What follows belongs to an exercise in optimizing a design on an open flow for small area, a short achievable clock period and few clock cycles; a production flow would make more cautious choices.
RTL that was checked went through simulation tests only; none was proved equivalent to the original.
For run 3, only the layout was checked, not whether the RTL still works.
No activity file was given, so power comes from the tool's default toggle rates.

===== flow/config.mk =====
export PLATFORM = sky130hd
export DESIGN_NAME = conv_top
export DESIGN_NICKNAME = conv_top
export VERILOG_FILES = /design/flow/design.v
export SDC_FILE = /design/flow/constraint.sdc
export NUM_CORES = 4
export LEC_CHECK = 0
export CAP_MARGIN = 20
export CORE_MARGIN = 2
export CORE_UTILIZATION = 40
export SETUP_SLACK_MARGIN = 5
export SLEW_MARGIN = 20

===== flow/constraint.sdc =====
create_clock -name core_clock -period 10.0 [get_ports {CLK}]
set_input_delay 2.0000 -clock core_clock [delete_from_list [all_inputs] [get_ports {CLK}]]
set_output_delay 2.0000 -clock core_clock [all_outputs]
set_load 0.01 [all_outputs]

===== flow/design.v =====
`timescale 1ns / 1ps
module conv_top
  #(
    parameter integer C_S00_AXIS_TDATA_WIDTH = 32
  )
  (
    input wire CLK,
    input wire RESETN,
    output wire S_AXIS_TREADY,
    input wire [C_S00_AXIS_TDATA_WIDTH-1 : 0] S_AXIS_TDATA,
    input wire [(C_S00_AXIS_TDATA_WIDTH/8)-1 : 0] S_AXIS_TKEEP,
    input wire S_AXIS_TUSER,
    input wire S_AXIS_TLAST,
    input wire S_AXIS_TVALID,
    input wire M_AXIS_TREADY,
    output wire M_AXIS_TUSER,
    output wire [C_S00_AXIS_TDATA_WIDTH-1 : 0] M_AXIS_TDATA,
    output wire [(C_S00_AXIS_TDATA_WIDTH/8)-1 : 0] M_AXIS_TKEEP,
    output wire M_AXIS_TLAST,
    output wire M_AXIS_TVALID,
    input wire [31:0] PADDR,
    input wire PSEL,
    input wire PENABLE,
    input wire PWRITE,
    input wire [31:0] PWDATA,
    output wire PSLVERR,
    output wire PREADY,
    output wire [31:0] PRDATA,
    output wire [13:0] MEM_ADDR,
    output wire [31:0] MEM_WDATA,
    output wire MEM_EN,
    output wire MEM_WE,
    input wire [31:0] MEM_RDATA
  );
  assign PREADY  = 1'b1;
  assign PSLVERR = 1'b0;
  assign M_AXIS_TUSER = 1'b0;
  assign M_AXIS_TKEEP = 4'hF;
  wire       cmd_wr;
  wire [4:0] ic, oc;
  wire       fl8;
  wire       f_done, b_done, r_done, t_done;
  wire       prdata0;
  assign PRDATA = {31'd0, prdata0};
  conv_apb u_conv_apb (
    .clk(CLK), .rstn(RESETN),
    .paddr(PADDR[15:0]), .psel(PSEL), .penable(PENABLE), .pwrite(PWRITE), .pwdata(PWDATA),
    .prdata0(prdata0),
    .f_done(f_done), .b_done(b_done), .r_done(r_done), .t_done(t_done),
    .cmd_wr(cmd_wr), .ic(ic), .oc(oc), .fl8(fl8)
  );
  conv_module u_conv_module (
    .clk(CLK), .rstn(RESETN),
    .cmd_wr(cmd_wr), .cmd(PWDATA[2:0]), .ic(ic), .oc(oc), .fl8(fl8),
    .f_done(f_done), .b_done(b_done), .r_done(r_done), .t_done(t_done),
    .s_tready(S_AXIS_TREADY), .s_tdata(S_AXIS_TDATA), .s_tlast(S_AXIS_TLAST), .s_tvalid(S_AXIS_TVALID),
    .m_tdata(M_AXIS_TDATA), .m_tlast(M_AXIS_TLAST), .m_tvalid(M_AXIS_TVALID),
    .mem_addr(MEM_ADDR), .mem_wdata(MEM_WDATA), .mem_en(MEM_EN), .mem_we(MEM_WE), .mem_rdata(MEM_RDATA)
  );
endmodule
module conv_module (
  input  wire        clk,
  input  wire        rstn,
  input  wire        cmd_wr,
  input  wire [2:0]  cmd,
  input  wire [4:0]  ic,
  input  wire [4:0]  oc,
  input  wire        fl8,
  output reg         f_done,
  output reg         b_done,
  output reg         r_done,
  output reg         t_done,
  output reg         s_tready,
  input  wire [31:0] s_tdata,
  input  wire        s_tlast,
  input  wire        s_tvalid,
  output wire [31:0] m_tdata,
  output reg         m_tlast,
  output reg         m_tvalid,
  output wire [13:0] mem_addr,
  output wire [31:0] mem_wdata,
  output reg         mem_en,
  output reg         mem_we,
  input  wire [31:0] mem_rdata
);
  localparam P_IDLE = 3'd0, P_FEAT = 3'd1, P_BIAS = 3'd2, P_WLD = 3'd3,
             P_SEND = 3'd4, P_COMP = 3'd5;
  localparam OP_NONE = 3'd0, OP_A = 3'd1, OP_W = 3'd2, OP_B = 3'd3,
             OP_BW = 3'd4, OP_SEND = 3'd5;
  reg  [2:0]  ph;
  reg  [10:0] ma;
  reg  [63:0] rs;           
  reg         wsel;
  assign mem_addr  = {3'b000, ma};
  assign mem_wdata = wsel ? rs[63:32] : rs[31:0];
  assign m_tdata   = rs[31:0];
  wire take = s_tvalid & s_tready;
  reg  [9:0]  cnt;
  reg  [31:0] fa, fb;       
  reg  [23:0] wt;           
  reg  [7:0]  bias;         
  reg  [1:0]  nrep;         
  reg         wl_last;
  reg  [1:0]  bst;          
  reg  [23:0] trip;
  always @(*) begin
    case (nrep)
      2'd0:    trip = s_tdata[23:0];
      2'd1:    trip = {s_tdata[15:0], fa[31:24]};
      2'd2:    trip = {s_tdata[7:0], fa[31:16]};
      default: trip = fa[31:8];
    endcase
  end
  reg  [3:0]  o, i;
  reg  [2:0]  r;
  reg  [1:0]  kr, q;
  reg  [2:0]  sidx;
  reg  [9:0]  wbase;
  reg  [5:0]  wi3;          
  reg  [8:0]  rptr;
  reg         have_res, dummy;
  wire [6:0]  ic3      = {1'b0, ic, 1'b0} + {2'b00, ic};
  wire        wr_step  = have_res & ((sidx == 3'd2) | (fl8 & (sidx == 3'd3)));
  wire [1:0]  qlast    = fl8 ? 2'd3 : ((have_res & (sidx == 3'd2)) ? 2'd2 : 2'd1);
  wire [2:0]  flm1     = fl8 ? 3'd7 : 3'd3;
  wire        r_last   = (r == flm1);
  wire [1:0]  kr_first = (r == 3'd0) ? 2'd1 : 2'd0;
  wire [1:0]  kr_last  = r_last ? 2'd1 : 2'd2;
  wire [2:0]  y        = r + {1'b0, kr} - 3'd1;
  wire [7:0]  fa0      = fl8 ? {i, y, 1'b0} : {2'b00, i, y[1:0]};
  wire [7:0]  fa1      = {i, y, 1'b1};
  wire [9:0]  waddr    = wbase + {4'd0, wi3} + {8'd0, kr};
  wire        i_last   = ({1'b0, i} == ic - 5'd1);
  wire        o_last   = ({1'b0, o} == oc - 5'd1);
  wire        wch_end  = ({1'b0, wi3} == ic3 - 7'd1);
  reg  [2:0]  op1, op2;
  reg         last1, last2;
  reg         d1a, d2a, d3a, d4a;
  reg  [1:0]  d1q, d2q, d3q, d4q;
  reg         d1f, d2f, d3f, d4f;
  reg         s2_rot, s2_first;
  wire        wl_wr    = take | ((nrep == 2'd3) & (bst == 2'd0));
  wire [1:0]  nrep_nx  = take ? nrep + 2'd1 : 2'd0;
  wire        bst_nx   = wch_end & (o[1:0] == 2'd3);
  wire        wlast_nx = wl_last | (take & s_tlast);
  wire        wl_go    = (bst == 2'd0) &
                         (wl_wr ? (wlast_nx & (nrep_nx != 2'd3) & ~bst_nx) : wl_last);
  always @(posedge clk or negedge rstn) begin
    if (!rstn) begin
      ph <= P_IDLE;
      f_done <= 1'b0; b_done <= 1'b0; r_done <= 1'b0; t_done <= 1'b0;
      s_tready <= 1'b0;
      m_tvalid <= 1'b0;
      mem_en <= 1'b0; mem_we <= 1'b0;
      op1 <= OP_NONE; op2 <= OP_NONE;
      d1a <= 1'b0; d2a <= 1'b0; d3a <= 1'b0; d4a <= 1'b0;
      s2_rot <= 1'b0;
    end else begin
      mem_en <= 1'b0;
      mem_we <= 1'b0;
      op1 <= OP_NONE;
      op2 <= op1;
      m_tvalid <= (op2 == OP_SEND);
      if (m_tvalid && m_tlast) t_done <= 1'b1;
      d1a <= (ph == P_COMP) & (fl8 | (q != 2'd2));
      d2a <= d1a; d3a <= d2a; d4a <= d3a;
      s2_rot <= d4a;
      if (cmd_wr) begin
        case (cmd)
          3'd1: begin ph <= P_FEAT; s_tready <= 1'b1; end
          3'd2: begin ph <= P_BIAS; s_tready <= 1'b1; end
          3'd3: begin ph <= P_WLD;  s_tready <= 1'b1; end
          3'd4: begin ph <= P_SEND; end
          default: begin
            ph <= P_IDLE; s_tready <= 1'b0;
            f_done <= 1'b0; b_done <= 1'b0; r_done <= 1'b0; t_done <= 1'b0;
          end
        endcase
      end else begin
        case (ph)
          P_FEAT, P_BIAS: begin
            if (take) begin
              mem_en <= 1'b1; mem_we <= 1'b1;
              if (s_tlast) begin
                s_tready <= 1'b0;
                ph <= P_IDLE;
                if (ph == P_FEAT) f_done <= 1'b1; else b_done <= 1'b1;
              end
            end
          end
          P_WLD: begin
            if (bst == 2'd1) begin
              mem_en <= 1'b1; op1 <= OP_BW;
            end else if (bst == 2'd2) begin
              if (op2 == OP_BW) s_tready <= (nrep != 2'd3) & ~wl_last;
            end else if (wl_wr) begin
              mem_en <= 1'b1; mem_we <= 1'b1;
              s_tready <= (nrep_nx != 2'd3) & ~bst_nx & ~wlast_nx;
            end
            if (wl_go) ph <= P_COMP;
          end
          P_COMP: begin
            if (q == 2'd0) begin
              mem_en <= 1'b1; op1 <= OP_A;
            end else if (q == 2'd1) begin
              mem_en <= 1'b1; op1 <= OP_W;
            end else if (q == 2'd2 && fl8) begin
              mem_en <= 1'b1; op1 <= OP_B;
            end else if (wr_step) begin
              mem_en <= 1'b1; mem_we <= 1'b1;
            end
            if (q == qlast && dummy && sidx == (fl8 ? 3'd3 : 3'd2)) begin
              ph <= P_IDLE;
              r_done <= 1'b1;
            end
          end
          P_SEND: begin
            if (cnt[8:0] != rptr) begin
              mem_en <= 1'b1; op1 <= OP_SEND;
            end
          end
          default: ;
        endcase
      end
    end
  end
  reg  [7:0] x0, x1, x2, x3;
  always @(*) begin
    case (d4q)
      2'd0: begin x0 = 8'd0;      x1 = fa[7:0];   x2 = fa[15:8];  x3 = fa[23:16]; end
      2'd1: begin x0 = fa[15:8];  x1 = fa[23:16]; x2 = fa[31:24]; x3 = fb[7:0];   end
      2'd2: begin x0 = fa[31:24]; x1 = fb[7:0];   x2 = fb[15:8];  x3 = fb[23:16]; end
      default: begin x0 = fb[15:8]; x1 = fb[23:16]; x2 = fb[31:24]; x3 = 8'd0; end
    endcase
  end
  wire [16:0] ra0, rb0, ra1, rb1;
  csa3 u_m0 (.x0(x0), .x1(x1), .x2(x2), .w0(wt[7:0]), .w1(wt[15:8]), .w2(wt[23:16]), .ra(ra0), .rb(rb0));
  csa3 u_m1 (.x0(x1), .x1(x2), .x2(x3), .w0(wt[7:0]), .w1(wt[15:8]), .w2(wt[23:16]), .ra(ra1), .rb(rb1));
  reg  [16:0] sa0, sb0, sa1, sb1;
  reg  [22:0] p0a, p0b, p1a, p1b, p2a, p2b, p3a, p3b;
  wire [22:0] bias64 = {{9{bias[7]}}, bias, 6'd0};
  wire [22:0] base_a = s2_first ? bias64 : p0a;
  wire [22:0] base_b = s2_first ? bias64 : p0b;
  wire [22:0] new_a  = base_a + {6'h3F, sa0} + {6'h00, sb0};
  wire [22:0] new_b  = base_b + {6'h3F, sa1} + {6'h00, sb1};
  function [7:0] sat;
    input [22:0] v;
    begin
      if (v[22])              sat = 8'd0;
      else if (|v[21:13])     sat = 8'h7F;
      else                    sat = {1'b0, v[12:6]};
    end
  endfunction
  always @(posedge clk) begin
    d1q <= fl8 ? q : {q[0], q[0]}; d2q <= d1q; d3q <= d2q; d4q <= d3q;
    d1f <= (sidx == 3'd0); d2f <= d1f; d3f <= d2f; d4f <= d3f;
    s2_first <= d4f;
    last2 <= last1;
    sa0 <= ra0; sb0 <= rb0;
    sa1 <= ra1; sb1 <= rb1;
    case (op2)
      OP_A:    fa <= mem_rdata;
      OP_W:    begin wt <= mem_rdata[23:0]; bias <= mem_rdata[31:24]; end
      OP_B:    fb <= mem_rdata;
      OP_BW:   fb <= mem_rdata;
      OP_SEND: begin
        rs[31:0] <= mem_rdata;
        m_tlast <= last2;
      end
      default: ;
    endcase
    if (!fl8 && d4a && d4q == 2'd0) fb <= fa;
    if (s2_rot) begin
      p0a <= p1a; p0b <= p1b;
      p1a <= fl8 ? p2a : new_a;
      p1b <= fl8 ? p2b : new_b;
      p2a <= p3a; p2b <= p3b;
      p3a <= new_a; p3b <= new_b;
      if (s2_first) rs <= {sat(p0b), sat(p0a), rs[63:16]};
    end
    if (cmd_wr) begin
      cnt <= 10'd0;
      nrep <= 2'd0;
      wl_last <= 1'b0;
      bst <= 2'd0;
      o <= 4'd0;
      wi3 <= 6'd0;
    end else begin
      case (ph)
        P_FEAT, P_BIAS: begin
          if (take) begin
            ma <= (ph == P_FEAT) ? {3'b000, cnt[7:0]} : {9'b001000000, cnt[1:0]};
            wsel <= 1'b0;
            rs[31:0] <= s_tdata;
            cnt <= cnt + 10'd1;
            if (ph == P_BIAS && cnt[1:0] == 2'd0) fb <= s_tdata;
          end
        end
        P_WLD: begin
          if (bst == 2'd1) begin
            ma <= {9'b001000000, o[3:2]};
            bst <= 2'd2;
          end else if (bst == 2'd2) begin
            if (op2 == OP_BW) bst <= 2'd0;
          end else if (wl_wr) begin
            ma <= {1'b1, cnt};
            wsel <= 1'b0;
            case (o[1:0])
              2'd0: rs[31:24] <= fb[7:0];
              2'd1: rs[31:24] <= fb[15:8];
              2'd2: rs[31:24] <= fb[23:16];
              default: rs[31:24] <= fb[31:24];
            endcase
            rs[23:0] <= trip;
            cnt <= cnt + 10'd1;
            nrep <= nrep_nx;
            if (take) fa[31:8] <= s_tdata[31:8];
            if (take && s_tlast) wl_last <= 1'b1;
            if (wch_end) begin
              wi3 <= 6'd0;
              o <= o + 4'd1;
              if (bst_nx) bst <= 2'd1;
            end else begin
              wi3 <= wi3 + 6'd1;
            end
          end
          if (wl_go) begin
            o <= 4'd0; r <= 3'd0; i <= 4'd0; kr <= 2'd1; q <= 2'd0;
            sidx <= 3'd0; wbase <= 10'd0; wi3 <= 6'd0; rptr <= 9'd0;
            have_res <= 1'b0; dummy <= 1'b0;
          end
        end
        P_COMP: begin
          if (q == 2'd0) ma <= {3'b000, fa0};
          else if (q == 2'd1) ma <= {1'b1, waddr};
          else if (q == 2'd2 && fl8) ma <= {3'b000, fa1};
          else begin
            ma <= {3'b010, rptr[7:0]};
            wsel <= ~fl8 | (sidx == 3'd3);
            if (wr_step) rptr <= rptr + 9'd1;
          end
          if (q == qlast) begin
            q <= 2'd0;
            if (dummy) begin
              if (sidx != 3'd4) sidx <= sidx + 3'd1;
            end else if (kr != kr_last) begin
              kr <= kr + 2'd1;
              if (sidx != 3'd4) sidx <= sidx + 3'd1;
            end else if (!i_last) begin
              i <= i + 4'd1;
              wi3 <= wi3 + 6'd3;
              kr <= kr_first;
              if (sidx != 3'd4) sidx <= sidx + 3'd1;
            end else begin
              i <= 4'd0;
              wi3 <= 6'd0;
              have_res <= 1'b1;
              sidx <= 3'd0;
              if (!r_last) begin
                r <= r + 3'd1;
                kr <= 2'd0;
              end else begin
                r <= 3'd0;
                kr <= 2'd1;
                if (!o_last) begin
                  o <= o + 4'd1;
                  wbase <= wbase + {3'd0, ic3};
                end else begin
                  dummy <= 1'b1;
                end
              end
            end
          end else begin
            q <= q + 2'd1;
          end
        end
        P_SEND: begin
          if (cnt[8:0] != rptr) begin
            ma <= {3'b010, cnt[7:0]};
            last1 <= (cnt[8:0] == rptr - 9'd1);
            cnt <= cnt + 10'd1;
          end
        end
        default: ;
      endcase
    end
  end
endmodule
module csa3 (
  input  wire [7:0] x0, x1, x2, w0, w1, w2,
  output wire [16:0] ra, rb    
);
  wire t1, t2;
  assign {t2, t1} = (x0[0] & w0[6]) + (x0[1] & w0[5]) + (x0[2] & w0[4]);
  wire t3, t4;
  assign {t4, t3} = {~(x0[0] & w0[7])} + (x0[1] & w0[6]) + (x0[2] & w0[5]);
  wire t5, t6;
  assign {t6, t5} = (x0[3] & w0[4]) + (x0[4] & w0[3]) + (x0[5] & w0[2]);
  wire t7, t8;
  assign {t8, t7} = (x0[6] & w0[1]) + {~(x0[7] & w0[0])} + {~(x1[0] & w1[7])};
  wire t9, t10;
  assign {t10, t9} = {~(x0[1] & w0[7])} + (x0[2] & w0[6]) + (x0[3] & w0[5]);
  wire t11, t12;
  assign {t12, t11} = (x0[4] & w0[4]) + (x0[5] & w0[3]) + (x0[6] & w0[2]);
  wire t13, t14;
  assign {t14, t13} = {~(x0[7] & w0[1])} + {~(x1[1] & w1[7])} + (x1[2] & w1[6]);
  wire t15, t16;
  assign {t16, t15} = {~(x0[2] & w0[7])} + (x0[3] & w0[6]) + (x0[4] & w0[5]);
  wire t17, t18;
  assign {t18, t17} = (x0[5] & w0[4]) + (x0[6] & w0[3]);
  wire t19, t20;
  assign {t20, t19} = (x0[0] & w0[4]) + (x0[1] & w0[3]) + (x0[2] & w0[2]);
  wire t21, t22;
  assign {t22, t21} = (x0[0] & w0[5]) + (x0[1] & w0[4]) + (x0[2] & w0[3]);
  wire t23, t24;
  assign {t24, t23} = (x0[3] & w0[2]) + (x0[4] & w0[1]) + (x0[5] & w0[0]);
  wire t25, t26;
  assign {t26, t25} = (x1[0] & w1[5]) + (x1[1] & w1[4]) + (x1[2] & w1[3]);
  wire t27, t28;
  assign {t28, t27} = (x0[3] & w0[3]) + (x0[4] & w0[2]) + (x0[5] & w0[1]);
  wire t29, t30;
  assign {t30, t29} = (x0[6] & w0[0]) + (x1[0] & w1[6]) + (x1[1] & w1[5]);
  wire t31, t32;
  assign {t32, t31} = (x1[2] & w1[4]) + (x1[3] & w1[3]) + (x1[4] & w1[2]);
  wire t33, t34;
  assign {t34, t33} = (x1[5] & w1[1]) + (x1[6] & w1[0]) + (x2[0] & w2[6]);
  wire t35, t36;
  assign {t36, t35} = (x2[1] & w2[5]) + (x2[2] & w2[4]);
  wire t37, t38;
  assign {t38, t37} = (x1[1] & w1[6]) + (x1[2] & w1[5]) + (x1[3] & w1[4]);
  wire t39, t40;
  assign {t40, t39} = (x1[4] & w1[3]) + (x1[5] & w1[2]) + (x1[6] & w1[1]);
  wire t41, t42;
  assign {t42, t41} = {~(x1[7] & w1[0])} + {~(x2[0] & w2[7])} + (x2[1] & w2[6]);
  wire t43, t44;
  assign {t44, t43} = (x2[2] & w2[5]) + (x2[3] & w2[4]) + (x2[4] & w2[3]);
  wire t45, t46;
  assign {t46, t45} = (x2[5] & w2[2]) + (x2[6] & w2[1]) + {~(x2[7] & w2[0])};
  wire t47, t48;
  assign {t48, t47} = t2 + t3;
  wire t49, t50;
  assign {t50, t49} = (x1[3] & w1[5]) + (x1[4] & w1[4]) + (x1[5] & w1[3]);
  wire t51, t52;
  assign {t52, t51} = (x1[6] & w1[2]) + {~(x1[7] & w1[1])} + {~(x2[1] & w2[7])};
  wire t53, t54;
  assign {t54, t53} = (x2[2] & w2[6]) + (x2[3] & w2[5]) + (x2[4] & w2[4]);
  wire t55, t56;
  assign {t56, t55} = (x2[5] & w2[3]) + (x2[6] & w2[2]) + {~(x2[7] & w2[1])};
  wire t57, t58;
  assign {t58, t57} = 1'b1 + t4 + t6;
  wire t59, t60;
  assign {t60, t59} = t8 + t9 + t11;
  wire t61, t62;
  assign {t62, t61} = {~(x0[7] & w0[2])} + {~(x1[2] & w1[7])} + (x1[3] & w1[6]);
  wire t63, t64;
  assign {t64, t63} = (x1[4] & w1[5]) + (x1[5] & w1[4]) + (x1[6] & w1[3]);
  wire t65, t66;
  assign {t66, t65} = {~(x1[7] & w1[2])} + {~(x2[2] & w2[7])} + (x2[3] & w2[6]);
  wire t67, t68;
  assign {t68, t67} = (x2[4] & w2[5]) + (x2[5] & w2[4]) + (x2[6] & w2[3]);
  wire t69, t70;
  assign {t70, t69} = {~(x2[7] & w2[2])} + 1'b1 + t10;
  wire t71, t72;
  assign {t72, t71} = t12 + t14 + t15;
  wire t73, t74;
  assign {t74, t73} = {~(x0[3] & w0[7])} + (x0[4] & w0[6]) + (x0[5] & w0[5]);
  wire t75, t76;
  assign {t76, t75} = (x0[6] & w0[4]) + {~(x0[7] & w0[3])} + {~(x1[3] & w1[7])};
  wire t77, t78;
  assign {t78, t77} = (x1[4] & w1[6]) + (x1[5] & w1[5]) + (x1[6] & w1[4]);
  wire t79, t80;
  assign {t80, t79} = {~(x1[7] & w1[3])} + {~(x2[3] & w2[7])} + (x2[4] & w2[6]);
  wire t81, t82;
  assign {t82, t81} = (x2[5] & w2[5]) + (x2[6] & w2[4]) + {~(x2[7] & w2[3])};
  wire t83, t84;
  assign {t84, t83} = {~(x0[4] & w0[7])} + (x0[5] & w0[6]) + (x0[6] & w0[5]);
  wire t85, t86;
  assign {t86, t85} = {~(x0[7] & w0[4])} + {~(x1[4] & w1[7])} + (x1[5] & w1[6]);
  wire t87, t88;
  assign {t88, t87} = (x0[0] & w0[3]) + (x0[1] & w0[2]) + (x0[2] & w0[1]);
  wire t89, t90;
  assign {t90, t89} = (x0[3] & w0[0]) + (x1[0] & w1[3]);
  wire t91, t92;
  assign {t92, t91} = (x0[3] & w0[1]) + (x0[4] & w0[0]) + (x1[0] & w1[4]);
  wire t93, t94;
  assign {t94, t93} = (x1[1] & w1[3]) + (x1[2] & w1[2]) + (x1[3] & w1[1]);
  wire t95, t96;
  assign {t96, t95} = (x1[4] & w1[0]) + (x2[0] & w2[4]) + (x2[1] & w2[3]);
  wire t97, t98;
  assign {t98, t97} = (x1[3] & w1[2]) + (x1[4] & w1[1]) + (x1[5] & w1[0]);
  wire t99, t100;
  assign {t100, t99} = (x2[0] & w2[5]) + (x2[1] & w2[4]) + (x2[2] & w2[3]);
  wire t101, t102;
  assign {t102, t101} = (x2[3] & w2[2]) + (x2[4] & w2[1]) + (x2[5] & w2[0]);
  wire t103, t104;
  assign {t104, t103} = t20 + t21;
  wire t105, t106;
  assign {t106, t105} = (x2[3] & w2[3]) + (x2[4] & w2[2]) + (x2[5] & w2[1]);
  wire t107, t108;
  assign {t108, t107} = (x2[6] & w2[0]) + t1 + t22;
  wire t109, t110;
  assign {t110, t109} = t24 + t26 + t27;
  wire t111, t112;
  assign {t112, t111} = t29 + t31 + t33;
  wire t113, t114;
  assign {t114, t113} = t5 + t7 + t28;
  wire t115, t116;
  assign {t116, t115} = t30 + t32 + t34;
  wire t117, t118;
  assign {t118, t117} = t36 + t37 + t39;
  wire t119, t120;
  assign {t120, t119} = t41 + t43 + t45;
  wire t121, t122;
  assign {t122, t121} = t13 + t38 + t40;
  wire t123, t124;
  assign {t124, t123} = t42 + t44 + t46;
  wire t125, t126;
  assign {t126, t125} = t48 + t49 + t51;
  wire t127, t128;
  assign {t128, t127} = t53 + t55 + t57;
  wire t129, t130;
  assign {t130, t129} = t17 + t50 + t52;
  wire t131, t132;
  assign {t132, t131} = t54 + t56 + t58;
  wire t133, t134;
  assign {t134, t133} = t60 + t61 + t63;
  wire t135, t136;
  assign {t136, t135} = t65 + t67 + t69;
  wire t137, t138;
  assign {t138, t137} = t16 + t18 + t62;
  wire t139, t140;
  assign {t140, t139} = t64 + t66 + t68;
  wire t141, t142;
  assign {t142, t141} = t70 + t72 + t73;
  wire t143, t144;
  assign {t144, t143} = t75 + t77 + t79;
  wire t145, t146;
  assign {t146, t145} = (x1[6] & w1[5]) + {~(x1[7] & w1[4])} + {~(x2[4] & w2[7])};
  wire t147, t148;
  assign {t148, t147} = (x2[5] & w2[6]) + (x2[6] & w2[5]) + {~(x2[7] & w2[4])};
  wire t149, t150;
  assign {t150, t149} = t74 + t76 + t78;
  wire t151, t152;
  assign {t152, t151} = t80 + t82 + t83;
  wire t153, t154;
  assign {t154, t153} = {~(x0[5] & w0[7])} + (x0[6] & w0[6]) + {~(x0[7] & w0[5])};
  wire t155, t156;
  assign {t156, t155} = {~(x1[5] & w1[7])} + (x1[6] & w1[6]) + {~(x1[7] & w1[5])};
  wire t157, t158;
  assign {t158, t157} = {~(x2[5] & w2[7])} + (x2[6] & w2[6]) + {~(x2[7] & w2[5])};
  wire t159, t160;
  assign {t160, t159} = (x0[0] & w0[2]) + (x0[1] & w0[1]) + (x0[2] & w0[0]);
  wire t161, t162;
  assign {t162, t161} = (x1[0] & w1[2]) + (x1[1] & w1[1]);
  wire t163, t164;
  assign {t164, t163} = (x1[1] & w1[2]) + (x1[2] & w1[1]) + (x1[3] & w1[0]);
  wire t165, t166;
  assign {t166, t165} = (x2[0] & w2[3]) + (x2[1] & w2[2]) + (x2[2] & w2[1]);
  wire t167, t168;
  assign {t168, t167} = (x2[3] & w2[0]) + t87;
  wire t169, t170;
  assign {t170, t169} = (x2[2] & w2[2]) + (x2[3] & w2[1]) + (x2[4] & w2[0]);
  wire t171, t172;
  assign {t172, t171} = t19 + t88 + t90;
  wire t173, t174;
  assign {t174, t173} = t91 + t93 + t95;
  wire t175, t176;
  assign {t176, t175} = t23 + t25 + t92;
  wire t177, t178;
  assign {t178, t177} = t94 + t96 + t97;
  wire t179, t180;
  assign {t180, t179} = t99 + t101 + t103;
  wire t181, t182;
  assign {t182, t181} = t35 + t98 + t100;
  wire t183, t184;
  assign {t184, t183} = t102 + t104 + t105;
  wire t185, t186;
  assign {t186, t185} = t107 + t109 + t111;
  wire t187, t188;
  assign {t188, t187} = t47 + t106 + t108;
  wire t189, t190;
  assign {t190, t189} = t110 + t112 + t113;
  wire t191, t192;
  assign {t192, t191} = t115 + t117 + t119;
  wire t193, t194;
  assign {t194, t193} = t59 + t114 + t116;
  wire t195, t196;
  assign {t196, t195} = t118 + t120 + t121;
  wire t197, t198;
  assign {t198, t197} = t123 + t125 + t127;
  wire t199, t200;
  assign {t200, t199} = t71 + t122 + t124;
  wire t201, t202;
  assign {t202, t201} = t126 + t128 + t129;
  wire t203, t204;
  assign {t204, t203} = t131 + t133 + t135;
  wire t205, t206;
  assign {t206, t205} = t81 + t130 + t132;
  wire t207, t208;
  assign {t208, t207} = t134 + t136 + t137;
  wire t209, t210;
  assign {t210, t209} = t139 + t141 + t143;
  wire t211, t212;
  assign {t212, t211} = t85 + t138 + t140;
  wire t213, t214;
  assign {t214, t213} = t142 + t144 + t145;
  wire t215, t216;
  assign {t216, t215} = t147 + t149 + t151;
  wire t217, t218;
  assign {t218, t217} = t84 + t86 + t146;
  wire t219, t220;
  assign {t220, t219} = t148 + t150 + t152;
  wire t221, t222;
  assign {t222, t221} = t153 + t155 + t157;
  wire t223, t224;
  assign {t224, t223} = {~(x0[6] & w0[7])} + {~(x0[7] & w0[6])} + {~(x1[6] & w1[7])};
  wire t225, t226;
  assign {t226, t225} = {~(x1[7] & w1[6])} + {~(x2[6] & w2[7])} + {~(x2[7] & w2[6])};
  wire t227, t228;
  assign {t228, t227} = t154 + t156 + t158;
  wire t229, t230;
  assign {t230, t229} = (x0[0] & w0[1]) + (x0[1] & w0[0]) + (x1[0] & w1[1]);
  wire t231, t232;
  assign {t232, t231} = (x1[2] & w1[0]) + (x2[0] & w2[2]) + (x2[1] & w2[1]);
  wire t233, t234;
  assign {t234, t233} = (x2[2] & w2[0]) + t159;
  wire t235, t236;
  assign {t236, t235} = t89 + t160 + t162;
  wire t237, t238;
  assign {t238, t237} = t163 + t165 + t167;
  wire t239, t240;
  assign {t240, t239} = t164 + t166 + t168;
  wire t241, t242;
  assign {t242, t241} = t169 + t171 + t173;
  wire t243, t244;
  assign {t244, t243} = t170 + t172 + t174;
  wire t245, t246;
  assign {t246, t245} = t175 + t177 + t179;
  wire t247, t248;
  assign {t248, t247} = t176 + t178 + t180;
  wire t249, t250;
  assign {t250, t249} = t181 + t183 + t185;
  wire t251, t252;
  assign {t252, t251} = t182 + t184 + t186;
  wire t253, t254;
  assign {t254, t253} = t187 + t189 + t191;
  wire t255, t256;
  assign {t256, t255} = t188 + t190 + t192;
  wire t257, t258;
  assign {t258, t257} = t193 + t195 + t197;
  wire t259, t260;
  assign {t260, t259} = t194 + t196 + t198;
  wire t261, t262;
  assign {t262, t261} = t199 + t201 + t203;
  wire t263, t264;
  assign {t264, t263} = t200 + t202 + t204;
  wire t265, t266;
  assign {t266, t265} = t205 + t207 + t209;
  wire t267, t268;
  assign {t268, t267} = t206 + t208 + t210;
  wire t269, t270;
  assign {t270, t269} = t211 + t213 + t215;
  wire t271, t272;
  assign {t272, t271} = t212 + t214 + t216;
  wire t273, t274;
  assign {t274, t273} = t217 + t219 + t221;
  wire t275, t276;
  assign {t276, t275} = t218 + t220 + t222;
  wire t277, t278;
  assign {t278, t277} = t223 + t225 + t227;
  wire t279, t280;
  assign {t280, t279} = (x0[7] & w0[7]) + (x1[7] & w1[7]) + (x2[7] & w2[7]);
  wire t281, t282;
  assign {t282, t281} = t224 + t226 + t228;
  wire t283, t284;
  assign {t284, t283} = (x1[1] & w1[0]) + (x2[0] & w2[1]);
  wire t285, t286;
  assign {t286, t285} = t161 + t230 + t231;
  wire t287, t288;
  assign {t288, t287} = t232 + t234 + t235;
  wire t289, t290;
  assign {t290, t289} = t236 + t238 + t239;
  wire t291, t292;
  assign {t292, t291} = t240 + t242 + t243;
  wire t293, t294;
  assign {t294, t293} = t244 + t246 + t247;
  wire t295, t296;
  assign {t296, t295} = t248 + t250 + t251;
  wire t297, t298;
  assign {t298, t297} = t252 + t254 + t255;
  wire t299, t300;
  assign {t300, t299} = t256 + t258 + t259;
  wire t301, t302;
  assign {t302, t301} = t260 + t262 + t263;
  wire t303, t304;
  assign {t304, t303} = t264 + t266 + t267;
  wire t305, t306;
  assign {t306, t305} = t268 + t270 + t271;
  wire t307, t308;
  assign {t308, t307} = t272 + t274 + t275;
  wire t309, t310;
  assign {t310, t309} = t276 + t278 + t279;
  wire t311, t312;
  assign {t312, t311} = 1'b1 + t280;
  wire t313, t314;
  assign {t314, t313} = (x0[0] & w0[0]) + (x1[0] & w1[0]);
  wire t315, t316;
  assign {t316, t315} = (x2[1] & w2[0]) + t229 + t283;
  wire t317, t318;
  assign {t318, t317} = t233 + t284 + t285;
  wire t319, t320;
  assign {t320, t319} = t237 + t286 + t287;
  wire t321, t322;
  assign {t322, t321} = t241 + t288 + t289;
  wire t323, t324;
  assign {t324, t323} = t245 + t290 + t291;
  wire t325, t326;
  assign {t326, t325} = t249 + t292 + t293;
  wire t327, t328;
  assign {t328, t327} = t253 + t294 + t295;
  wire t329, t330;
  assign {t330, t329} = t257 + t296 + t297;
  wire t331, t332;
  assign {t332, t331} = t261 + t298 + t299;
  wire t333, t334;
  assign {t334, t333} = t265 + t300 + t301;
  wire t335, t336;
  assign {t336, t335} = t269 + t302 + t303;
  wire t337, t338;
  assign {t338, t337} = t273 + t304 + t305;
  wire t339, t340;
  assign {t340, t339} = t277 + t306 + t307;
  wire t341, t342;
  assign {t342, t341} = t281 + t308 + t309;
  wire t343, t344;
  assign {t344, t343} = t282 + t310 + t311;
  assign ra = {t312, t342, t340, t338, t336, t334, t332, t330, t328, t326, t324, t322, t320, t318, t316, t314, (x2[0] & w2[0])};
  assign rb = {t344, t343, t341, t339, t337, t335, t333, t331, t329, t327, t325, t323, t321, t319, t317, t315, t313};
endmodule
module conv_apb (
  input  wire        clk,
  input  wire        rstn,
  input  wire [15:0] paddr,
  input  wire        psel,
  input  wire        penable,
  input  wire        pwrite,
  input  wire [31:0] pwdata,
  output reg         prdata0,
  input  wire        f_done,
  input  wire        b_done,
  input  wire        r_done,
  input  wire        t_done,
  output wire        cmd_wr,      
  output reg  [4:0]  ic,
  output reg  [4:0]  oc,
  output reg         fl8
);
  wire hi0  = (paddr[15:6] == 10'd0);
  wire wr   = psel & penable & pwrite & hi0;
  assign cmd_wr = wr & (paddr[5:2] == 4'h0);
  always @(posedge clk) begin
    if (wr && paddr[5:2] == 4'h1) ic  <= pwdata[4:0];
    if (wr && paddr[5:2] == 4'h2) oc  <= pwdata[4:0];
    if (wr && paddr[5:2] == 4'h3) fl8 <= pwdata[3];
  end
  reg st;
  always @(*) begin
    case (paddr[5:2])
      4'h8: st = f_done;
      4'h9: st = b_done;
      4'hA: st = r_done;
      4'hB: st = t_done;
      default: st = 1'b0;
    endcase
  end
  always @(posedge clk or negedge rstn) begin
    if (!rstn) prdata0 <= 1'b0;
    else       prdata0 <= psel & ~penable & ~pwrite & hi0 & st;
  end
endmodule

===== flow/run.sh =====
#!/bin/bash
# synth_recipe.tcl (not shown) runs the flow's synth.tcl, then flattens the netlist and writes it again
# the make line also repeats each setting of config.mk as NAME=value (left out here)
make -C /OpenROAD-flow-scripts/flow DESIGN_CONFIG=/design/flow/config.mk WORK_HOME=/design/flow/orfs CLKGATE_MAP_FILE= SYNTH_SCRIPT=/design/flow/synth_recipe.tcl finish

==> results of run 1 <==
-- cell usage in the layout (no fill, tap or decap), types with 11 or more instances in the layout --
cell type        synthesis  routed
nand2_1                416     416
dfxtp_1                195     193
xnor2_1                 52      52
nor2b_1                 52      49
buf_4                   74      80
o22ai_1                 38      38
conb_1                   2      41
a22oi_1                 40      38
o31ai_1                 11      11
nor2_1                 188     186
o21ai_0                126     124
a222oi_1                32      32
xor2_1                  52      52
o211ai_1                13      13
nor3_1                  29      28
o21bai_1                13      13
dfrtp_1                 23      22
mux2i_1                 82      74
edfxtp_1               312     312
clkinv_2                 0      13
mux2_2                  61      57
fa_2                     0      30
o21a_1                  12      12
nand2b_1                18      18
a21o_1                  26      26
a21oi_1                239     226
and3_1                  19      19
clkdlybuf4s50_1          0     170
ha_1                   125     124
and2_1                 236     229
nand3_1                 35      35
clkbuf_16                0      62
inv_1                  305     300
a211oi_1                25      19
nand4_1                 15      15
fa_1                   359     329
-- what timing repair did --
action,4_1_cts,5_1_grt
pin swaps,25,31
cloned,3,1
buffers inserted,35,17
gates resized for setup,77,43
setup endpoints to repair,42,21
-- kinds of logic after synthesis --
family | after synthesis
buffers and inverters | 569
and+or+nand+nor | 1066
xor gates and xnor gates | 108
muxes | 144
AOI/OAI and AO/OA | 656
adders and majority gates | 485
other | 2
DFF | 530
-- metrics by stage --
step	utilization (%)	hold slack [ps]	instances
detailed placement	43.0	312	4735
finish	46.3	324	4906
global placement	43.0	310	4735
floorplan	-	310	3599
global route	46.3	333	4905
CTS	46.0	328	4887
-- layout make-up --
| cell class | instances | area [sq um] |
|---|---|---|
| Sequential cell | 530 | 13900 |
| Inverter | 308 | 1160 |
| Multi-Input combinational cell | 2500 | 21200 |
| Timing Repair Buffer | 267 | 2590 |
| Clock inverter | 42 | 477 |
| Fill cell | 8516 | 49100 |
| Antenna cell | 1 | 2.50 |
| Tap cell | 1186 | 1480 |
| Clock buffer | 72 | 1590 |
-- metal layers --
metal,track usage (%),vias up
li1,-,12164
met1,31.4,13371
met2,36.0,1071
met3,3.70,178
met4,8.41,0
met5,0,-
-- power by group through the flow --
stage / clock network, uW / registers (uW) / logic, uW
finish: 2290 / 2300 / 144
global route: 2420 / 2300 / 155
CTS: 2350 / 2300 / 142
detailed placement: 0 / 2350 / 140
global placement: 0 / 2350 / 140
floorplan: 0 / 2350 / 72.9
-- sequential cells by signal, indices dropped and copies added, names as in the netlist, 23 cells and up --
name and cells:
u_conv_module.p2a 23, u_conv_module.rs 60, u_conv_module.fb 32, u_conv_module.p3a 23
u_conv_module.wt 24, u_conv_module.p1b 23, u_conv_module.p2b 23, u_conv_module.p3b 23
u_conv_module.p0a 23, u_conv_module.p1a 23, u_conv_module.fa 32, u_conv_module.p0b 23
-- path summary, 6_finish.rpt --
path / cells after the start / startpoint / to / slack (ps)
worst max-delay path: 14 / u_conv_module.d4q[1]$_DFF_P_ / u_conv_module.sb0[10]$_DFF_P_ / 5040
worst max register to register: 14 / u_conv_module.d4q[1]$_DFF_P_ / u_conv_module.sb0[10]$_DFF_P_ / 5040
worst min register to register: 0 / u_conv_module.d3f$_DFF_P_ / u_conv_module.d4f$_DFF_P_ / 320
worst min-delay path: 0 / u_conv_module.d3f$_DFF_P_ / u_conv_module.d4f$_DFF_P_ / 320
max in group asynchronous: 2 / RESETN / u_conv_module.s2_rot$_DFF_PN0_ / 8070
min in group asynchronous: 2 / RESETN / u_conv_apb.prdata0$_DFF_PN0_ / 1660
==> key figures, run 1 <==
Synthesis
  • Post-synthesis mux area share: 4.15%
  • Post-synth top cells: 416 x nand2_1, 359 x fa_1, 312 x edfxtp_1
  • Post-synth EDFFs: 312
  • Synthesized-area fraction occupied by adder cells: 23.8%
  • Synth Area in Compound Gates: 11.3%
  • Post-synth cell types: 91
  • Synthesized area: 36900 sq um
  • Yosys Warn Count: 2
  • Simple-gate portion of the synthesized area: 13.9%
  • Ys async rst share: 4.34%
  • Yosys top cell by area: edfxtp_1
  • Gate count of the mapped netlist: 3560
  • Top FF cell, synth: edfxtp_1
  • Largest family of logic cells by synthesized area: adder cells
  • Synth Area in XOR/XNOR: 2.70%
  • Area contributors post-synth: edfxtp_1 25%, fa_1 19%, dfxtp_1 11%, ha_1 4.2%, nand2_1 4.2%
  • Post-synthesis sequential area ratio: 37.6%
  • Mean Syn Cell Area: 10.4 sq um
  • Most numerous cell in the Yosys netlist: nand2_1
  • Synth Register Bits: 530
  • Post-synth top area share: 25.4%

Setup path
  • CP delay by family, top: adder cells
  • Slowest-stage cell, CP: fa_2
  • Critical path type: reg -> reg
  • Startpoint class of the critical path: register
  • CP Capture Type: register
  • Crit-path most repeated cell: fa_2
  • Crit path required time: 10500 ps
  • Critical-path maximum fanout: 7
  • Largest stage delay on the critical path: 560 ps
  • CP arrival: 5470 ps
  • Crit-path cells: buf_12, buf_6, mux2_4, a22o_4, and2_4, fa_1, inv_2, fa_2, fa_2, fa_2, fa_2, fa_2, fa_1, inv_2
  • Worst path buffer plus inverter count: 4

Clock tree
  • Worst-skew pair later-pin latency: 700 ps
  • Cts bufs inserted: 60
  • TritonCTS clock tree: yes
  • Clock transition at path regs: 60 ps
  • Clock H-tree levels: 2
  • Clock tree root buffer cell: clkbuf_16
  • Hold Buf Count CTS: 0
  • Clk sink count: 530
  • Clock tree buffer depth: 3

Pwr
  • Switching Power: 1050 uW
  • Power Density: 112 nW/um^2
  • Int Pwr: 3690 uW
  • Power share of the clock group: 48.4%
  • Flop pwr share: 48.6%
  • Tot Pwr: 4740 uW
  • Pleak: 0.0162 uW
  • Comb power frac: 3.0%
  • VDD IR max: 0.140 mV
  • Switching share of power: 22.2%

Floorplan
  • DIE AREA: 94600 sq um
  • Die X: 308 um
  • Die height: 308 um
  • Top-Level Pins: 263
  • Std-Cell Core Area: 91500 sq um
  • FP Rows: 111
  • Starting Density: 40.3%

Hold path
  • Hold Path Class: reg -> reg

Placement
  • Post-DP HPWL: 78000 um
  • Post-Place Worst Slack: 4000 ps
  • RePlAce Congestion: 0.917
  • Instance area at placement: 39300 sq um
  • Number of port buffers: 170

Global routing
  • Vias in the first global route: 26712
  • Total track usage: 22.7%
  • First-pass GRT wire length: 164000 um
  • Grt total ovfl: 0
  • Largest net degree at the start of global routing: 91
  • Antenna violations before repair: 1

STA
  • Endpoints failing setup: 0
  • Slew margin rel.: 30.6%
  • Setup_tns: 0 ps
  • Peak Freq: 201 MHz
  • Final worst path period need: 4960 ps
  • Final Skew: 93.6 ps
  • Pins Over Slew Limit: 0
  • Slew @ Worst Pin: 1040 ps
  • Unrepaired setup endpoints after global routing: yes
  • Final Hold Fails: 0
  • Fin crit share: 49.6%
  • Setup WS post-layout: 5040 ps

Layout
  • Finished Cell Area: 42400 sq um
  • Layout overhead on the synthesized area: 15.0%
  • # nets final: 4292
  • Layout cells sized above 1: 10.1%

Route
  • Drc violations: 0
  • Metal2 WL: 49500 um
  • ANT nets after route: 0
  • Via density: 5.46
  • Met3 WL: 7350 um
  • DR WL/cell: 21.9 um
  • 1st-pass router iterations: 6
  • Top Layer Used: met4
  • Wire length on met1: 46400 um
  • Final WL: 108000 um
  • Initial DRC Count: 2372
  • Via Count: 26784

Outcome
  • Outcome: complete, no violations

Flow run
  • Max Cap Viol: 0
Testbench counts, summed over its fixed seeds: cycles 10,494.
==> run 2: changes to the inputs <==
--- a/flow/config.mk
+++ b/flow/config.mk
@@ -8,5 +8,4 @@
 export CAP_MARGIN = 20
 export CORE_MARGIN = 2
 export CORE_UTILIZATION = 40
-export SETUP_SLACK_MARGIN = 5
 export SLEW_MARGIN = 20
==> key figures, run 2 <==
Outcome
  • Outcome: complete, no violations

Floorplan
  • Std-Cell Core Area: 91500 sq um (unchanged)
  • Die height: 308 um (unchanged)
  • FP Rows: 111 (unchanged)
  • Top-Level Pins: 263 (unchanged)
  • Starting Density: 40.3% (unchanged)
  • Die X: 308 um (unchanged)
  • DIE AREA: 94600 sq um (unchanged)

Setup path
  • Startpoint class of the critical path: register
  • Setup crit end: u_conv_module.sb0[10]$_DFF_P_
  • R2R setup slack: 3980 ps (-1050 ps)
  • Worst R2R End: u_conv_module.sb0[10]$_DFF_P_
  • CP Capture Type: register
  • Critical-path maximum fanout: 43 (+36)
  • Critical path type: reg -> reg
  • Crit path launch: u_conv_module.d4q[1]$_DFF_P_
  • Crit path required time: 10490 ps (about the same)
  • CP arrival: 6510 ps (+1040 ps)
  • Critical R2R Launch: u_conv_module.d4q[1]$_DFF_P_
  • R2R cell count: 13 (-1)

Clock tree
  • Post-CTS Resized: 0 (-100%)
  • Worst-skew pair later-pin latency: 670 ps (-30 ps)
  • Cts bufs inserted: 66 (+10%)
  • Hold Buf Count CTS: 0 (unchanged)
  • Post-CTS Setup Inserts: 0 (-100%)
  • Clock H-tree levels: 3 (+1)
  • TritonCTS clock tree: yes
  • Clock tree root buffer cell: clkbuf_16
  • Clk sink count: 530 (unchanged)
  • Clock tree buffer depth: 3 (unchanged)
  • Clock transition at path regs: 70 ps (about the same)

Layout
  • Top flop regs: u_conv_module.rs: 60 flops, u_conv_module.fa: 32 flops, u_conv_module.fb: 32 flops
  • Layout overhead on the synthesized area: 12.6%
  • Most frequent cells in the layout: 416 x nand2_1, 359 x fa_1, 312 x edfxtp_1
  • # nets final: 4241 (-1.2%)
  • Layout cells sized above 1: 6.81% (-3.3 points)
  • Fill count: 8497 (-0.22%)
  • Flip-flop count of the largest register after layout: 60 (unchanged)
  • Biggest register: u_conv_module.rs
  • FF/Latch Area: 13900 sq um (about the same)
  • Multi-input gate area: 20800 sq um (-1.9%)
  • Finished Cell Area: 41500 sq um (-2.1%)
  • Commonest non-fill, non-tap cell in the layout: nand2_1

Synthesis
  • Post-synth cell types: 91 (unchanged)
  • Top FF cell, synth: edfxtp_1
  • Most numerous cell in the Yosys netlist: nand2_1
  • Synthesized area: 36900 sq um (unchanged)
  • Gate count of the mapped netlist: 3560 (unchanged)
  • Post-synthesis sequential area ratio: 37.6% (unchanged)
  • Yosys top cell by area: edfxtp_1
  • Post-synth EDFFs: 312 (unchanged)
  • Synth Register Bits: 530 (unchanged)
  • Area contributors post-synth: edfxtp_1 25%, fa_1 19%, dfxtp_1 11%, ha_1 4.2%, nand2_1 4.2%
  • Ys async rst share: 4.34% (unchanged)
  • Post-synth top cells: 416 x nand2_1, 359 x fa_1, 312 x edfxtp_1
  • Yosys Warn Count: 2 (unchanged)
  • Mean Syn Cell Area: 10.4 sq um (unchanged)
  • Post-synth top area share: 25.4% (unchanged)

Pwr
  • Power Density: 116 nW/um^2 (+4.1%)
  • Pleak: 0.0158 uW (-2.4%)
  • VDD IR max: 0.120 mV (-14%)

Hold path
  • Hold Path Class: reg -> reg
  • Hold Path Stages: 0 (unchanged)

Route
  • Initial DRC Count: 2520 (+6.2%)
  • 1st-pass router iterations: 7 (+1)
  • ANT nets after route: 0 (unchanged)
  • Final WL: 105000 um (-2.2%)
  • Via density: 5.45 (-0.24%)
  • Drc violations: 0 (unchanged)
  • DR WL/cell: 21.6 um (-1.2%)
  • Via Count: 26453 (-1.2%)

Placement
  • Number of port buffers: 170 (unchanged)
  • Post-DP HPWL: 77300 um (-0.91%)
  • RePlAce Congestion: 0.883 (-3.7%)
  • Instance area at placement: 39300 sq um (about the same)

STA
  • Slew @ Worst Pin: 1180 ps (+138 ps)
  • Slew margin rel.: 21.4% (-9.2 points)
  • Peak Freq: 166 MHz (-17%)
  • Setup_tns: 0 ps (unchanged)
  • Endpoints failing setup: 0 (unchanged)
  • Pins Over Slew Limit: 0 (unchanged)
  • Final Skew: 66.6 ps (-27.0 ps)
  • Fin crit share: 60.2% (+11 points)
  • WHS: 322 ps (-1.50 ps)
  • Unrepaired setup endpoints after global routing: no
  • Final worst path period need: 6020 ps (+1050 ps)
  • Final Hold Fails: 0 (unchanged)

Global routing
  • Total track usage: 22.4% (-0.35 points)
  • Largest net degree at the start of global routing: 91 (unchanged)
  • Antenna violations before repair: 2 (+1)
  • Grt total ovfl: 0 (unchanged)
  • First-pass GRT wire length: 161000 um (-1.7%)
  • Vias in the first global route: 26346 (-1.4%)

Flow run
  • Max Cap Viol: 0 (unchanged)
[run 2: worst min-delay path by stage]
stage / startpoint / to / slack, ps
final: u_conv_module.d3q[1]$_DFF_P_ / u_conv_module.d4q[1]$_DFF_P_ / 320
after global placement: u_conv_module.d1f$_DFF_P_ / u_conv_module.d2f$_DFF_P_ / 310
after detailed placement: u_conv_module.d1q[1]$_DFF_P_ / u_conv_module.d2q[1]$_DFF_P_ / 310
after global routing: u_conv_module.d1q[1]$_DFF_P_ / u_conv_module.d2q[1]$_DFF_P_ / 320
after floorplan: u_conv_module.d1f$_DFF_P_ / u_conv_module.d2f$_DFF_P_ / 310
after CTS: u_conv_module.d3q[1]$_DFF_P_ / u_conv_module.d4q[1]$_DFF_P_ / 320
[run 2: report_power, final]
part / leakage, uW / switching [uW] / total [uW] / internal, uW
Clock: 0.00104 / 1030 / 2380 / 1350
Sequential: 0.00482 / 3.22 / 2300 / 2300
Combinational: 0.00996 / 83.4 / 146 / 62.7
Total: 0.0158 / 1120 / 4830 / 3710
[run 2: worst max-delay path, cell delays in order, from the launching register on]
cell and delay (ps):
dfxtp_2 310, buf_4 470, mux2_2 410, a22oi_1 810
nor2b_1 170, fa_1 580, inv_1 50, fa_1 430
fa_1 520, fa_1 400, fa_1 500, fa_1 510
fa_1 530, inv_1 80
[run 2: routing by layer]
layer / global-route usage, % / vias up / wire [um]
met5: 0 / - / 0
met4: 7.99 / 0 / 3850
met3: 3.90 / 164 / 7780
met2: 34.7 / 1071 / 47600
met1: 31.4 / 13171 / 45900
li1: - / 12047 / -
[run 2: kinds of logic (layout without fill, tap and decap cells)]
logic type | count (synthesis) | in the layout | share of synthesized area [%]
XOR/XNOR | 108 | 108 | 2.70
multiplexers | 144 | 144 | 4.15
adder cells (fa/ha/maj) | 485 | 485 | 23.8
other | 2 | 42 | 0.0204
flip-flops | 530 | 530 | 37.6
AO/OA/AOI/OAI | 656 | 656 | 11.3
AND/OR/NAND/NOR | 1066 | 1066 | 13.9
buffers and inverters | 569 | 640 | 6.58
[run 2: through the flow]
step                      total power, uW  setup WS [ps]  utilization [%]  cells
after floorplan                      2420           3890                -   3599
after global placement               2490           4110             43.0   4733
after detailed placement             2490           4050             43.0   4733
after CTS                            4880           3980             45.3   4855
after global routing                 4980           3760             45.4   4856
final                                4830           3980             45.4   4857
[run 2: cell type report]
cell class	count	area share [%]
Multi-Input combinational cell	2500	50.2
Sequential cell	530	33.4
Timing Repair Buffer	210	4.81
Clock buffer	88	4.23
Tap cell	1186	3.57
Inverter	308	2.78
Clock inverter	34	1.02
Antenna cell	1	0.00603
==> run 3: changes to the inputs <==
--- a/flow/design.v
+++ b/flow/design.v
@@ -96,7 +96,7 @@
   assign m_tdata   = rs[31:0];
   wire take = s_tvalid & s_tready;
   reg  [9:0]  cnt;
-  reg  [31:0] fa, fb;       
+  reg  [31:0] sw;           
   reg  [23:0] wt;           
   reg  [7:0]  bias;         
   reg  [1:0]  nrep;         
@@ -106,9 +106,9 @@
   always @(*) begin
     case (nrep)
       2'd0:    trip = s_tdata[23:0];
-      2'd1:    trip = {s_tdata[15:0], fa[31:24]};
-      2'd2:    trip = {s_tdata[7:0], fa[31:16]};
-      default: trip = fa[31:8];
+      2'd1:    trip = {s_tdata[15:0], sw[31:24]};
+      2'd2:    trip = {s_tdata[7:0], sw[31:16]};
+      default: trip = sw[31:8];
     endcase
   end
   reg  [3:0]  o, i;
@@ -121,7 +121,7 @@
   reg         have_res, dummy;
   wire [6:0]  ic3      = {1'b0, ic, 1'b0} + {2'b00, ic};
   wire        wr_step  = have_res & ((sidx == 3'd2) | (fl8 & (sidx == 3'd3)));
-  wire [1:0]  qlast    = fl8 ? 2'd3 : ((have_res & (sidx == 3'd2)) ? 2'd2 : 2'd1);
+  wire [1:0]  qlast    = (fl8 | (have_res & (sidx == 3'd2))) ? 2'd3 : 2'd1;
   wire [2:0]  flm1     = fl8 ? 3'd7 : 3'd3;
   wire        r_last   = (r == flm1);
   wire [1:0]  kr_first = (r == 3'd0) ? 2'd1 : 2'd0;
@@ -136,7 +136,7 @@
   reg  [2:0]  op1, op2;
   reg         last1, last2;
   reg         d1a, d2a, d3a, d4a;
-  reg  [1:0]  d1q, d2q, d3q, d4q;
+  reg  [1:0]  d1q, d2q, d3q;
   reg         d1f, d2f, d3f, d4f;
   reg         s2_rot, s2_first;
   wire        wl_wr    = take | ((nrep == 2'd3) & (bst == 2'd0));
@@ -162,7 +162,7 @@
       op2 <= op1;
       m_tvalid <= (op2 == OP_SEND);
       if (m_tvalid && m_tlast) t_done <= 1'b1;
-      d1a <= (ph == P_COMP) & (fl8 | (q != 2'd2));
+      d1a <= (ph == P_COMP) & (fl8 | ~q[1]);
       d2a <= d1a; d3a <= d2a; d4a <= d3a;
       s2_rot <= d4a;
       if (cmd_wr) begin
@@ -206,7 +206,7 @@
               mem_en <= 1'b1; op1 <= OP_W;
             end else if (q == 2'd2 && fl8) begin
               mem_en <= 1'b1; op1 <= OP_B;
-            end else if (wr_step) begin
+            end else if (wr_step && (fl8 || q == 2'd2)) begin
               mem_en <= 1'b1; mem_we <= 1'b1;
             end
             if (q == qlast && dummy && sidx == (fl8 ? 3'd3 : 3'd2)) begin
@@ -225,13 +225,16 @@
     end
   end
   reg  [7:0] x0, x1, x2, x3;
+  reg  [7:0] nx0, nx1, nx2, nx3;
   always @(*) begin
-    case (d4q)
-      2'd0: begin x0 = 8'd0;      x1 = fa[7:0];   x2 = fa[15:8];  x3 = fa[23:16]; end
-      2'd1: begin x0 = fa[15:8];  x1 = fa[23:16]; x2 = fa[31:24]; x3 = fb[7:0];   end
-      2'd2: begin x0 = fa[31:24]; x1 = fb[7:0];   x2 = fb[15:8];  x3 = fb[23:16]; end
-      default: begin x0 = fb[15:8]; x1 = fb[23:16]; x2 = fb[31:24]; x3 = 8'd0; end
-    endcase
+    if (d3q == 2'd0) begin
+      nx0 = 8'd0;  nx1 = sw[7:0];  nx2 = sw[15:8];  nx3 = sw[23:16];
+    end else begin
+      nx0 = x2;    nx1 = x3;
+      nx2 = d3q[0] ? sw[31:24] : sw[15:8];
+      nx3 = (d3q == 2'd2) ? sw[23:16] : ((d3q == 2'd1 && fl8) ? mem_rdata[7:0] : 8'd0);
+    end
+    if (!d3a) begin nx0 = 8'd0; nx1 = 8'd0; nx2 = 8'd0; nx3 = 8'd0; end
   end
   wire [16:0] ra0, rb0, ra1, rb1;
   csa3 u_m0 (.x0(x0), .x1(x1), .x2(x2), .w0(wt[7:0]), .w1(wt[15:8]), .w2(wt[23:16]), .ra(ra0), .rb(rb0));
@@ -252,32 +255,30 @@
     end
   endfunction
   always @(posedge clk) begin
-    d1q <= fl8 ? q : {q[0], q[0]}; d2q <= d1q; d3q <= d2q; d4q <= d3q;
+    d1q <= q; d2q <= d1q; d3q <= d2q;
+    x0 <= nx0; x1 <= nx1; x2 <= nx2; x3 <= nx3;
     d1f <= (sidx == 3'd0); d2f <= d1f; d3f <= d2f; d4f <= d3f;
     s2_first <= d4f;
     last2 <= last1;
     sa0 <= ra0; sb0 <= rb0;
     sa1 <= ra1; sb1 <= rb1;
     case (op2)
-      OP_A:    fa <= mem_rdata;
+      OP_A:    sw <= mem_rdata;
       OP_W:    begin wt <= mem_rdata[23:0]; bias <= mem_rdata[31:24]; end
-      OP_B:    fb <= mem_rdata;
-      OP_BW:   fb <= mem_rdata;
+      OP_B:    sw <= mem_rdata;
+      OP_BW:   rs[63:32] <= mem_rdata;
       OP_SEND: begin
         rs[31:0] <= mem_rdata;
         m_tlast <= last2;
       end
       default: ;
     endcase
-    if (!fl8 && d4a && d4q == 2'd0) fb <= fa;
-    if (s2_rot) begin
-      p0a <= p1a; p0b <= p1b;
-      p1a <= fl8 ? p2a : new_a;
-      p1b <= fl8 ? p2b : new_b;
-      p2a <= p3a; p2b <= p3b;
-      p3a <= new_a; p3b <= new_b;
-      if (s2_first) rs <= {sat(p0b), sat(p0a), rs[63:16]};
-    end
+    p0a <= p1a; p0b <= p1b;
+    p1a <= fl8 ? p2a : new_a;
+    p1b <= fl8 ? p2b : new_b;
+    p2a <= p3a; p2b <= p3b;
+    p3a <= new_a; p3b <= new_b;
+    if (s2_rot && s2_first) rs <= {sat(p0b), sat(p0a), rs[63:16]};
     if (cmd_wr) begin
       cnt <= 10'd0;
       nrep <= 2'd0;
@@ -293,7 +294,7 @@
             wsel <= 1'b0;
             rs[31:0] <= s_tdata;
             cnt <= cnt + 10'd1;
-            if (ph == P_BIAS && cnt[1:0] == 2'd0) fb <= s_tdata;
+            if (ph == P_BIAS && cnt[1:0] == 2'd0) rs[63:32] <= s_tdata;
           end
         end
         P_WLD: begin
@@ -306,15 +307,15 @@
             ma <= {1'b1, cnt};
             wsel <= 1'b0;
             case (o[1:0])
-              2'd0: rs[31:24] <= fb[7:0];
-              2'd1: rs[31:24] <= fb[15:8];
-              2'd2: rs[31:24] <= fb[23:16];
-              default: rs[31:24] <= fb[31:24];
+              2'd0: rs[31:24] <= rs[39:32];
+              2'd1: rs[31:24] <= rs[47:40];
+              2'd2: rs[31:24] <= rs[55:48];
+              default: rs[31:24] <= rs[63:56];
             endcase
             rs[23:0] <= trip;
             cnt <= cnt + 10'd1;
             nrep <= nrep_nx;
-            if (take) fa[31:8] <= s_tdata[31:8];
+            if (take) sw[31:8] <= s_tdata[31:8];
             if (take && s_tlast) wl_last <= 1'b1;
             if (wch_end) begin
               wi3 <= 6'd0;
@@ -337,7 +338,7 @@
           else begin
             ma <= {3'b010, rptr[7:0]};
             wsel <= ~fl8 | (sidx == 3'd3);
-            if (wr_step) rptr <= rptr + 9'd1;
+            if (wr_step && (fl8 || q == 2'd2)) rptr <= rptr + 9'd1;
           end
           if (q == qlast) begin
             q <= 2'd0;
--- a/flow/config.mk
+++ b/flow/config.mk
@@ -8,4 +8,5 @@
 export CAP_MARGIN = 20
 export CORE_MARGIN = 2
 export CORE_UTILIZATION = 40
+export SETUP_SLACK_MARGIN = 5
 export SLEW_MARGIN = 20
==> key figures, run 3 <==
Outcome
  • Outcome: complete, no violations

Placement
  • Instance area at placement: 37100 sq um (-5.6%)
  • Post-DP HPWL: 70700 um (-8.6%)
  • Number of port buffers: 170 (unchanged)
  • RePlAce Congestion: 0.851 (-3.6%)

Pwr
  • Power Density: 167 nW/um^2 (+44%)
  • Comb power frac: 25.3% (+22 points)
  • Switching Power: 2010 uW (+79%)
  • Tot Pwr: 6540 uW (+35%)
  • Flop pwr share: 41.4% (-6.2 points)
  • Power share of the clock group: 33.4% (-16 points)
  • Int Pwr: 4530 uW (+22%)
  • Switching share of power: 30.7% (+7.5 points)
  • Pleak: 0.0158 uW (-0.19%)
  • VDD IR max: 0.167 mV (+39%)

Synthesis
  • Yosys Warn Count: 2 (unchanged)
  • Most numerous cell in the Yosys netlist: dfxtp_1
  • Synth Register Bits: 532 (+0.38%)
  • Mean Syn Cell Area: 9.81 sq um (-5.3%)
  • Area contributors post-synth: dfxtp_1 24%, fa_1 21%, edfxtp_1 8.7%, and2_1 5.7%, ha_1 4.5%
  • Ys async rst share: 4.32% (-0.016 points)
  • Post-synth top area share: 23.6% (-1.8 points)
  • Gate count of the mapped netlist: 3536 (-0.67%)
  • Post-synthesis sequential area ratio: 33.9% (-3.6 points)
  • Post-synth EDFFs: 100 (-68%)
  • Yosys top cell by area: dfxtp_1
  • Post-synth top cells: 409 x dfxtp_1, 359 x fa_1, 352 x nand2_1
  • Synthesized area: 34700 sq um (-5.9%)
  • Post-synth cell types: 81 (-11%)
  • Top FF cell, synth: dfxtp_1

Global routing
  • Largest net degree at the start of global routing: 65 (-29%)
  • Antenna violations before repair: 5 (+3)
  • Vias in the first global route: 26054 (-1.1%)
  • Grt total ovfl: 0 (unchanged)
  • First-pass GRT wire length: 155000 um (-3.9%)
  • Total track usage: 22.2% (-0.12 points)

Layout
  • Finished Cell Area: 39100 sq um (-5.8%)
  • Biggest register: u_conv_module.rs
  • Commonest non-fill, non-tap cell in the layout: dfxtp_1
  • # nets final: 4223 (-0.42%)
  • Most frequent cells in the layout: 409 x dfxtp_1, 359 x fa_1, 352 x nand2_1
  • Multi-input gate area: 20600 sq um (-1.1%)
  • Flip-flop count of the largest register after layout: 64 (+6.7%)
  • Layout overhead on the synthesized area: 12.8%
  • FF/Latch Area: 11800 sq um (-15%)
  • Layout cells sized above 1: 6.33% (-0.48 points)
  • Top flop regs: u_conv_module.rs: 64 flops, u_conv_module.sw: 32 flops, u_conv_module.wt: 24 flops
  • Fill count: 8248 (-2.9%)

Clock tree
  • Clock tree buffer depth: 3 (unchanged)
  • Clk sink count: 532 (+0.38%)
  • TritonCTS clock tree: yes
  • Post-CTS Setup Inserts: 0 (unchanged)
  • Clock transition at path regs: 60 ps (about the same)
  • Clock H-tree levels: 2 (-1)
  • Cts bufs inserted: 59 (-11%)
  • Worst-skew pair later-pin latency: 650 ps (-20 ps)
  • Clock tree root buffer cell: clkbuf_16

Route
  • Initial DRC Count: 2015 (-20%)
  • ANT nets after route: 0 (unchanged)
  • Via Count: 25548 (-3.4%)
  • Final WL: 99000 um (-5.8%)
  • Via density: 5.32 (-2.4%)
  • 1st-pass router iterations: 7 (unchanged)
  • DR WL/cell: 20.6 um (-4.8%)
  • Drc violations: 0 (unchanged)

Floorplan
  • Starting Density: 40.2% (-0.11 points)
  • Std-Cell Core Area: 86300 sq um (-5.7%)
  • Die X: 299 um (-3.0%)
  • Top-Level Pins: 263 (unchanged)
  • FP Rows: 108 (-2.7%)
  • DIE AREA: 89100 sq um (-5.8%)
  • Die height: 299 um (-3.0%)

Setup path
  • R2R cell count: 8 (-5)
  • CP arrival: 4970 ps (-1540 ps)
  • Startpoint class of the critical path: register
  • Critical path type: reg -> reg
  • Crit path required time: 10260 ps (-230 ps)
  • R2R setup slack: 5290 ps (+1310 ps)
  • CP Capture Type: register
  • Worst R2R End: u_conv_module.wbase[9]$_SDFFCE_PN0P_
  • Critical-path maximum fanout: 24 (-44%)
  • Critical R2R Launch: u_conv_module.ph[0]$_DFFE_PN0P_

Flow run
  • Max Cap Viol: 0 (unchanged)

STA
  • Pins Over Slew Limit: 0 (unchanged)
  • Endpoints failing setup: 0 (unchanged)
  • Slew margin rel.: 30.8% (+9.4 points)
  • Peak Freq: 212 MHz (+28%)
  • Setup_tns: 0 ps (unchanged)
  • Final Skew: 47.7 ps (-18.9 ps)
  • Slew @ Worst Pin: 1040 ps (-141 ps)
  • Unrepaired setup endpoints after global routing: no
  • Final worst path period need: 4710 ps (-1310 ps)
  • Fin crit share: 47.1% (-13 points)
  • Final Hold Fails: 0 (unchanged)

Hold path
  • Hold Path Stages: 0 (unchanged)
  • Hold Path Class: reg -> reg
  • Beginning of the worst hold path: u_conv_module.p3b[19]$_DFF_P_
  • Hold Crit Endpoint: u_conv_module.p2b[19]$_DFF_P_
==> run 3: what timing repair did <==
item,in CTS,in global routing
gates resized for setup,1,2
hold buffers,0,0
setup endpoints to repair,1,1
==> run 3: how the worst max path moves through the flow <==
stage,start,endpoint,slack [ps],depth (start not counted)
2_1_floorplan,u_conv_module.wt[2]$_DFFE_PN_,u_conv_module.sb1[10]$_DFF_P_,5780,11
3_3_place_gp,PSEL,u_conv_module.rs[36]$_DFF_P_,4490,10
3_5_place_dp,PSEL,u_conv_module.rs[44]$_DFF_P_,4430,10
4_1_cts,PSEL,u_conv_module.rs[37]$_DFF_P_,5100,10
5_1_grt,u_conv_module.ph[0]$_DFFE_PN0P_,u_conv_module.wbase[2]$_SDFFCE_PN0P_,5020,8
6_report,u_conv_module.ph[0]$_DFFE_PN0P_,u_conv_module.wbase[9]$_SDFFCE_PN0P_,5290,8
==> run 3: kinds of logic (layout without fill, tap and decap cells) <==
group | after synthesis | after routing | share of synthesized area [%]
flip-flops | 532 | 532 | 33.9
adder cells (fa/ha/maj) | 485 | 485 | 25.3
AO/OA/AOI/OAI | 619 | 619 | 11.2
AND/OR/NAND/NOR | 1072 | 1072 | 15.6
buffers and inverters | 589 | 661 | 7.22
XOR/XNOR | 104 | 104 | 2.69
other | 2 | 45 | 0.0216
multiplexers | 133 | 133 | 4.08
==> run 3: critical path: stages (launching register included) <==
cell and delay [ps]:
dfrtp_1 320, buf_4 270, nor2b_1 570, nand2_1 150
inv_1 570, nand3_1 260, o21ai_0 680, o21ai_0 570
nor2_1 910
==> run 3: area by class of cell <==
class | instances | share of cell area (%)
Antenna cell | 4 | 0.0256
Clock buffer | 81 | 4.38
Clock inverter | 30 | 0.720
Inverter | 336 | 3.23
Multi-Input combinational cell | 2454 | 52.7
Sequential cell | 532 | 30.1
Tap cell | 1155 | 3.69
Timing Repair Buffer | 214 | 5.19
==> run 3: power by group through the flow <==
stage	combinational, uW	clock (uW)	sequential (uW)
3_3_place_gp	1620	0	2740
2_1_floorplan	1200	0	2650
3_5_place_dp	1640	0	2740
6_report	1650	2180	2700
5_1_grt	1850	2310	2730
4_1_cts	1660	2220	2700
==> run 3: stage by stage <==
stage / setup WS [ps] / hold slack, ps / util, % / std cells
2_1_floorplan: 5780 / 310 / - / 3575
3_3_place_gp: 4490 / 310 / 43.0 / 4691
3_5_place_dp: 4430 / 312 / 43.0 / 4691
4_1_cts: 5100 / 307 / 45.3 / 4802
5_1_grt: 5020 / 322 / 45.3 / 4802
6_report: 5290 / 301 / 45.3 / 4806
==> run 3: layer usage <==
layer	share of wire, %	vias to the layer above	wire (um)	GRT usage (%)
li1	-	11732	-	-
met1	44	12682	43600	31.4
met4	2.5	2	2450	6.22
met2	46	968	45800	35.7
met5	0.013	-	13	0
met3	7.2	164	7110	3.16

==> separate check: timing with driven ports <==
No port has a modelled driver above. Below, the same layouts with a new extraction and two added sets of constraints. Step 1 assumes that a clkbuf_16 drives the clock port and a buf_2 every other input. Step 2, shift: input delay + t, output delay - t, t = (earliest + latest rising clock arrival at the registers) / 2. This alone moves slack from input paths to output paths. a / b / c = ideal ports / drivers / drivers and shift; a / b = the first two.
| run | shift t [ns] | setup slack, ns | clock arrival spread, ns | worst register clock-pin slew, ns |
|---|---|---|---|---|
| run 1 | 0.727 | 5.035 / 5.035 / 4.679 | 0.095 / 0.094 | 0.07 / 0.07 |
| run 2 | 0.707 | 3.983 / 3.983 / 3.983 | 0.067 / 0.067 | 0.07 / 0.07 |
| run 3 | 0.684 | 5.290 / 5.290 / 4.745 | 0.049 / 0.050 | 0.07 / 0.07 |
After both steps every run listed still meets setup and hold. The setup slack of run 3, which loses most, moves by 0.000 ns with the drivers and by -0.545 ns with both steps.
